This is an optimization exercise on Yosys and OpenROAD, whose aim is small area and a short achievable clock period, not a production implementation. The RTL was checked by simulation tests, not by an equivalence proof against the original design.

==> flow/design.v, too long to show whole: its modules and the start of the top module <==
// module cordic: 7232 lines
module cordic(clk, angle, sine, cosine);
  // ...
==> flow/flow/run.sh <==
#!/bin/bash
# The standard layout (the standard.sh, standard synthesis unchanged), with two
# changes to how the layout is made:
#  - port buffers are buf_2 cells instead of the delay cell buffer_ports picks by default;
#  - the resizer may swap a cell for any cell of the same function, not only one
#    of the same footprint.
set -uo pipefail
export BUFFER_PORTS_ARGS="-buffer_cell sky130_fd_sc_hd__buf_2"
bash standard.sh MATCH_CELL_FOOTPRINT=0 finish > standard.log 2>&1
status=$?
exit $status
==> flow/standard.sh <==
#!/bin/bash
# synth_recipe.tcl (not shown) runs the flow's synth.tcl, then flattens the netlist and writes it again
# the make line also repeats each setting of config.mk as NAME=value (left out here)
make -C /OpenROAD-flow-scripts/flow DESIGN_CONFIG=/design/flow/config.mk WORK_HOME=/design/flow/orfs CLKGATE_MAP_FILE= SYNTH_SCRIPT=/design/flow/synth_recipe.tcl "${@:-finish}"
==> flow/config.mk <==
export PLATFORM = sky130hd
export DESIGN_NAME = cordic
export DESIGN_NICKNAME = cordic
export VERILOG_FILES = /design/flow/design.v
export SDC_FILE = /design/flow/constraint.sdc
export NUM_CORES = 4
export LEC_CHECK = 0
export CAP_MARGIN = 20
export CORE_MARGIN = 2
export CORE_UTILIZATION = 40
export CTS_CLUSTER_DIAMETER = 100
export CTS_CLUSTER_SIZE = 30
export SETUP_SLACK_MARGIN = 1.4
export SLEW_MARGIN = 20
==> flow/constraint.sdc <==
create_clock -name core_clock -period 3.5 [get_ports {clk}]
set_input_delay 0.7000 -clock core_clock [delete_from_list [all_inputs] [get_ports {clk}]]
set_output_delay 0.7000 -clock core_clock [all_outputs]
set_load 0.01 [all_outputs]
==> run notes, run 1 <==
* Run status: no timing/DRC/antenna violations
* FFs w/ async S/R, synth at 0%
* FF+latch count, synth at 518
* I/O Buffers at 64
* Setup crit end kind: flip-flop
* Final Instance Count excl. Fillers at 4338
* H-tree levels at 1
* DP Area at ~30000 µm²
* Simple-Gate Fraction of Synth Area at 13.3%
* Reg2Reg Depth at 9
* Post-synthesis mux area share at 1.82%
* Area Growth Syn to Fin at 25.5%
* ANT nets after route at 0
* # clk buffers at 28
* CP startpoint: z3[2]
* Clk_skew at 25.1 ps
* Crit Path Max Fanout at 4
* DRT iter0 DRCs at 1132
* Actual slew at the worst max-slew pin at 1030 ps
* Place WS at 908 ps
* Adder-Cell Fraction of Synth Area at 12.2%
* Post-synthesis compound-gate area fraction at between 15 and 20%
* Most common cell after layout, fill and taps aside: dfxtp_1
* Most frequent CP cell: o41a_1
==> run 2: changes to the inputs <==
==> flow/flow/run.sh (replaced) <==
#!/bin/bash
# Own layout flow: the standard flow (standard.sh) with these changes to how
# the layout is made:
#  1. synthesis is the standard synthesis script (synth_recipe.tcl), but ABC
#     maps the logic without the slow 4-high stacked cells (patch_abc.py);
#     registers are mapped before ABC, so they are the standard synthesis's;
#  2. port buffers are buf_2 cells instead of the delay cell buffer_ports picks;
#  3. the resizer may swap a cell for any cell of the same function.
# Each step's full output goes to a log file in this folder.
set -uo pipefail
here=$(pwd)
rm -rf "$here/myscripts"
cp -r "$FLOW_HOME/scripts" "$here/myscripts"
python3 flow/patch_abc.py "$here/myscripts/synth_preamble.tcl" > patch.log 2>&1 || exit 1
bash standard.sh SCRIPTS_DIR="$here/myscripts" synth > synth.log 2>&1 || exit 1
export BUFFER_PORTS_ARGS="-buffer_cell sky130_fd_sc_hd__buf_2"
bash standard.sh MATCH_CELL_FOOTPRINT=0 finish > layout.log 2>&1
==> flow/flow/patch_abc.py (new file) <==
# Adds -dont_use for the slow 4-high stacked cells to ABC's arguments only.
import sys
p = sys.argv[1]
s = open(p).read()
anchor = 'set abc_args [list -script $abc_script \\\n  {*}$lib_args {*}$lib_dont_use_args -constr $::env(OBJECTS_DIR)/abc.constr]\n'
assert anchor in s, "anchor not found"
cells = ("a2111o a2111oi o2111a o2111ai a311o a311oi o311a o311ai a41o a41oi o41a o41ai "
         "or4 or4b or4bb nor4 nor4b nor4bb and4 and4b and4bb a221o a221oi o221a o221ai "
         "a222oi a32o a32oi o32a o32ai").split()
extra = "foreach c {%s} {\n  lappend abc_args -dont_use sky130_fd_sc_hd__${c}_*\n}\n" % " ".join(cells)
open(p, "w").write(s.replace(anchor, anchor + extra))
print("patched", p)
--- a/flow/config.mk
+++ b/flow/config.mk
@@ -10,5 +10,5 @@
 export CORE_UTILIZATION = 40
 export CTS_CLUSTER_DIAMETER = 100
 export CTS_CLUSTER_SIZE = 30
-export SETUP_SLACK_MARGIN = 1.4
+export SETUP_SLACK_MARGIN = 1.3
 export SLEW_MARGIN = 20
==> run notes, run 2 <==
* Root Buffer: clkbuf_16
* Syn Area/Cell at 8.94 µm²
* H-tree levels at 1 (unchanged)
* Highest-delay cell along the critical path: fa_2
* # rows at 99
* Cells after DPL at 4222
* Starting Density at 40.4%
* Most common cell after layout, fill and taps aside: dfxtp_1
* Setup TNS at 0 ps
* DP Area at 30900 µm² (+1.8%)
* Leading area contributor after synthesis: dfxtp_1
* Top Registers: a0 x32, z2 x30, z3 x29
* Max-slew violations at 0
* Sink Count at 518
* Hold Fails Final Rpt at 0
* Final #Nets at around 3700
* CTS max path bufs at 3
* Core ar. at around 73000 µm²
* Vias per cell at roughly 5.1
* CP Cell Sequence: ha_4 > nor2b_4 > o31a_1 > o22a_2 > a211oi_4 > o31ai_4 > fa_2 > xor2_1
* Drt total wl at 61.7 mm
* TritonRoute pass-1 iters at 5
* Initial antenna violation count at 0
* Setup CP Type: flip-flop to flip-flop
* Post-synth EDFFs at 0
* DRT iter0 DRCs at 1288 (+14%)
* TritonCTS clock tree: yes
* Critical path startpoint category: flip-flop
* Yosys top cell area share at 35.3%
* Synthesis Warnings at 1
* Clk_skew at 21.6 ps (-3.54 ps)
* Final period utilization at 66.5%
* Synthesized area at 29400 µm²
* Total number of vias at 22300
* Area Growth Syn to Fin at 16.1%
* Slew margin rel. at 42.5%
* Die footprint at 75700 µm²
* Total grt overflow at 0
* Most frequent cells in the layout: 441 x dfxtp_1, 328 x xnor2_1, 189 x nand2_1, 188 x nor2_1, 177 x a21oi_1
* # DRC at 0
* Max_cap viols at 0
* Hold Path Class: input pin to flip-flop
* Final HPWL DP at 44.9 mm
* Gr usage total at approximately 16%
* RSZ-0062 raised after global routing: yes
* Setup Viol. Count Final at 0
* ANT nets after route at 0 (unchanged)
* Most flops, register: a0
* Most numerous cell in the Yosys netlist: dfxtp_1
* Routed length per placed instance at roughly 14 µm
* Fillers at 6944
* Setup crit end kind: flip-flop
* Distinct cells, synth at 67
* Max FFs per register at 32
* Seq/Total Area, Yosys at 35.3%
* Actual slew at the worst max-slew pin at 862 ps (-164 ps)
* Crit Path Max Fanout at 3 (-1)
* Worst-skew pair later-pin latency at around 600 ps
* WP data required at around 4000 ps
* Worst-path clk slew at 100 ps
* Post-synth net total at 3573
* Run status: no timing/DRC/antenna violations
* Highest clock rate at 430 MHz
* CTS Buf Count at 27
* Synth area leaders: dfxtp_1 35%, xnor2_1 9.8%, ha_1 8.6%, xor2_1 4.7%, a21oi_1 3.4%
* FFs w/ async S/R, synth at 0% (unchanged)
* Slowest stage delay, CP at 380 ps
* Layout cells sized above 1 at a little under a fifth
* Gate count after technology mapping at ~3300
* I/O Buffers at 64 (unchanged)
* First-pass GRT wire length at about 100 mm
* Main synth FF type: dfxtp_1
* Die height at 275 µm
* FF+latch count, synth at 518 (unchanged)
* Minimum clock period at 2330 ps
* Ant. Diodes at 0
* Commonest cells post-synth: 518 x dfxtp_1, 328 x xnor2_1, 203 x ha_1
* Cell area after layout at 34200 µm²
* Die width at between 200 and 300 µm
* Vias in the first global route at 20800
* Largest net degree at the start of global routing at 62
* # hold bufs at CTS at 0
* I/O pin count at 65
* Final Instance Count excl. Fillers at 4380 (+0.97%)
* Critical path arrival at 2830 ps
* GPL Wtd Cong at 0.978
[run 2: cell count changes in the layout (fill, tap and decap cells not counted), sizes merged, moves of 15 or more]
cell	before	now
and2	14	31
buf	346	209
nand2	177	194
nand3	67	82
nand4	14	34
nor2	177	195
nor3	73	104
nor4	16	0
o31ai	17	35
or3	39	75
xnor2	355	328
xor2	135	158
[run 2: worst max-delay path: cells and delay by family, from the launching register on]
| kind | cells | cell delay [ps] |
|---|---|---|
| fa+ha+maj | 2 | 590 |
| flops | 1 | 370 |
| xor+xnor | 1 | 140 |
| compound gates | 4 | 980 |
| simple gates | 1 | 120 |
[run 2: cell families after synthesis]
kind of cell    Yosys count  synth area share, %
compound gates          753                 16.3
xor+xnor                486                 14.5
fa+ha+maj               251                 11.9
buf+inv                 309                 4.04
flops                   518                 35.3
mux                      53                 2.29
simple gates            919                 15.8
[run 2: final cells by class]
type	count	area, µm²	area share, %
clock buffers	27	676	1.98
clock inverters	20	249	0.729
inverters	183	721	2.11
multi-input cells	2462	19300	56.5
flip-flops and latches	518	10500	30.8
well taps	959	1200	3.51
repair buffers	211	1510	4.41
[run 2: worst paths after layout]
check | cells after the start | start | endpoint | slack (ps)
setup / recovery | 8 | y11[12] | x12[14] | 1170
hold / removal | 1 | angle[29] | a0[29] | 190
setup reg to reg | 8 | y11[12] | x12[14] | 1170
hold reg to reg | 0 | s30_4 | s30_5 | 330
[run 2: what timing repair did]
action,4_1_cts,5_1_grt
pin swaps,43,88
resized for setup,166,204
setup endpoints to repair,123,125
hold endpoints to repair,0,0
buffers inserted,46,65
[run 2: through the flow]
| step | setup WS (ps) | hold slack [ps] | util [%] |
|---|---|---|---|
| finish | 1170 | 193 | 46.9 |
| global route | 1120 | 159 | 46.9 |
| CTS | 1110 | 153 | 45.1 |
| detailed placement | 817 | 312 | 42.4 |
| global placement | 812 | 311 | 42.4 |
| floorplan | 1150 | 309 | - |
[run 2: metal layers]
layer  up-vias  share of wire (%)  global-route usage (%)
met5         -                  0                       0
met4         0                3.6                    5.60
met3       152                4.2                    1.87
met2       494                 49                    28.3
met1     10000                 44                    19.2
li1      11700                  -                       -
==> run 3: changes to the inputs <==
--- a/flow/config.mk
+++ b/flow/config.mk
@@ -10,5 +10,5 @@
 export CORE_UTILIZATION = 40
 export CTS_CLUSTER_DIAMETER = 100
 export CTS_CLUSTER_SIZE = 30
-export SETUP_SLACK_MARGIN = 1.3
+export SETUP_SLACK_MARGIN = 1.0
 export SLEW_MARGIN = 20
==> run notes, run 3 <==
* Initial antenna violation count at 0 (unchanged)
* Clk_skew at 23.0 ps (+1.37 ps)
* Total number of vias at 21700 (-2.9%)
* Distinct cells, synth at 67 (unchanged)
* TritonCTS clock tree: yes
* GPL Wtd Cong at 0.911 (-6.9%)
* # DRC at 0 (unchanged)
* Gate count after technology mapping at 3289 (unchanged)
* Setup crit end kind: flip-flop
* Routed length per placed instance at 13.8 µm (-1.8%)
* Synth area leaders: dfxtp_1 35%, xnor2_1 9.8%, ha_1 8.6%, xor2_1 4.7%, a21oi_1 3.4%
* Most flops, register: a0
* Setup CP Type: flip-flop to flip-flop
* Ant. Diodes at 0 (unchanged)
* Area Growth Syn to Fin at 9.33%
* Sink Count at 518 (unchanged)
* Cells after DPL at 4222 (unchanged)
* Highest clock rate at 409 MHz (-4.9%)
* # rows at 99 (unchanged)
* FFs w/ async S/R, synth at 0% (unchanged)
* # hold bufs at CTS at 0 (unchanged)
* WP data required at 3960 ps (-40 ps)
* Final #Nets at 3598 (-2.4%)
* Total grt overflow at 0 (unchanged)
* Core ar. at 72800 µm² (unchanged)
* Setup TNS at 0 ps (unchanged)
* CTS Buf Count at 26 (-3.7%)
* Vias per cell at 5.06 (-0.81%)
* Final period utilization at 69.9% (+3.4 points)
* Die height at 275 µm (unchanged)
* Root Buffer: clkbuf_16
* Gr usage total at 15.5% (-0.23 points)
* Syn Area/Cell at 8.94 µm² (unchanged)
* Minimum clock period at 2440 ps (+119 ps)
* CTS max path bufs at 3 (unchanged)
* Most numerous cell in the Yosys netlist: dfxtp_1
* H-tree levels at 1 (unchanged)
* Actual slew at the worst max-slew pin at 1010 ps (+148 ps)
* Final HPWL DP at 45.4 mm (+1.0%)
* Synthesized area at 29400 µm² (unchanged)
* ANT nets after route at 0 (unchanged)
* Post-synth net total at 3573 (unchanged)
* Setup Viol. Count Final at 0 (unchanged)
* Top Registers: a0 x32, z2 x30, z3 x29
* Synthesis Warnings at 1 (unchanged)
* First-pass GRT wire length at 98.5 mm (-2.0%)
* Hold Path Class: input pin to flip-flop
* I/O pin count at 65 (unchanged)
* Die width at 275 µm (unchanged)
* Seq/Total Area, Yosys at 35.3% (unchanged)
* Max FFs per register at 32 (unchanged)
* Critical path arrival at 2900 ps (+70 ps)
* Layout cells sized above 1 at 9.73% (-8.6 points)
* Drt total wl at 59.3 mm (-3.8%)
* TritonRoute pass-1 iters at 6 (+1)
* Most common cell after layout, fill and taps aside: dfxtp_1
* Critical path startpoint category: flip-flop
* Hold Fails Final Rpt at 0 (unchanged)
* Final core utilization at 44.2% (-2.7 points)
* Worst-path clk slew at 100 ps (about the same)
* Most frequent cells in the layout: 506 x dfxtp_1, 328 x xnor2_1, 194 x a21oi_1, 194 x nand2_1, 193 x nor2_1
* I/O Buffers at 64 (unchanged)
* Post-synth EDFFs at 0 (unchanged)
* Die footprint at 75700 µm² (unchanged)
* Leading area contributor after synthesis: dfxtp_1
* Commonest cells post-synth: 518 x dfxtp_1, 328 x xnor2_1, 203 x ha_1
* DRT iter0 DRCs at 1004 (-22%)
* Vias in the first global route at 20400 (-1.7%)
* Max_cap viols at 0 (unchanged)
* Worst-skew pair later-pin latency at 600 ps (about the same)
* Final Instance Count excl. Fillers at 4289 (-2.1%)
* Main synth FF type: dfxtp_1
* Run status: no timing/DRC/antenna violations
* Slew margin rel. at 32.6% (-9.9 points)
* Crit Path Max Fanout at 25 (+22)
* FF+latch count, synth at 518 (unchanged)
* Starting Density at 40.4% (unchanged)
* RSZ-0062 raised after global routing: yes
* Largest net degree at the start of global routing at 86 (+39%)
* Yosys top cell area share at 35.3% (unchanged)
* Max-slew violations at 0 (unchanged)
* Worst setup margin at 1060 ps (-119 ps)
* Place WS at 759 ps (-58.6 ps)
run 3: through the flow:
stage,cell area [µm²],hold WS [ps]
final,32200,188
after global placement,30800,311
after detailed placement,30800,312
after floorplan,29400,310
after global routing,32200,141
after CTS,31800,135
run 3: worst paths after layout:
check / from / endpoint / slack (ps) / cells after the start
setup / recovery: s30_5 / y6[3] / 1060 / 4
hold / removal: angle[23] / a0[23] / 190 / 1
setup reg to reg: s30_5 / y6[3] / 1060 / 4
hold reg to reg: d1_4 / d1_5 / 330 / 0
run 3: repair_timing:
item | CTS | global route
pin swaps | 7 | 15
cloned | 0 | 0
setup buffers | 8 | 15
setup endpoints to repair | 35 | 51
gates resized for setup | 24 | 55
endpoints found under the hold margin | 0 | 0
run 3: final cells by class:
type	count	area, µm²
multi-input combinational	2462	18200
fill	7207	40700
sequential	518	10400
inverter	183	706
tap	959	1200
clock buffer	28	679
timing repair buffer	123	800
clock inverter	16	235
run 3: routing by layer:
layer  wire (µm)  global-route usage (%)  vias up
met5           0                       0        -
met4        1770                    4.69        0
met3        1810                    1.59      100
met2       29300                    28.4      342
met1       26400                    18.9     9788
li1            -                       -    11500
run 3: kinds of logic after synthesis:
family                   count (synthesis)  share of synthesized area (%)
AND/OR/NAND/NOR                        919                           15.8
AO/OA/AOI/OAI                          753                           16.3
flip-flops                             518                           35.3
XOR/XNOR                               486                           14.5
buffers and inverters                  309                           4.04
adder cells (fa/ha/maj)                251                           11.9
multiplexers                            53                           2.29
run 3: critical path, cell delays in order, from the launching register on:
cell        delay, ps
dfxtp_2           710
clkinvlp_4        590
o21a_1            330
mux4_2            520
xnor2_1           150

afterwards: timing with drivers on the ports:
The results above use ideal ports. As a check the final layouts listed here were re-extracted and re-timed, cells and wires unchanged.
Step 1: set_driving_cell puts a clkbuf_16 on clk and a buf_2 on each other input, an assumption about the parent block.
Step 2 moves the port delays by t, midway between the first and last clock arrival at a register: inputs arrive t later, outputs are due t later. That takes back most of the time a late clock gives input paths.
Three values: ideal ports, drivers, drivers and shift; two values: the first two.
| run | t, ns | setup slack, ns | slew at the worst register clock pin (ns) | cell pins on the clock port's net |
|---|---|---|---|---|
| run 1 | 0.659 | 1.002 / 1.002 / 1.002 | 0.11 / 0.11 | 1 |
| run 2 | 0.652 | 1.174 / 1.174 / 1.174 | 0.11 / 0.11 | 1 |
| run 3 | 0.646 | 1.055 / 1.055 / 1.055 | 0.11 / 0.11 | 1 |
After both steps setup and hold are still met in every run listed.
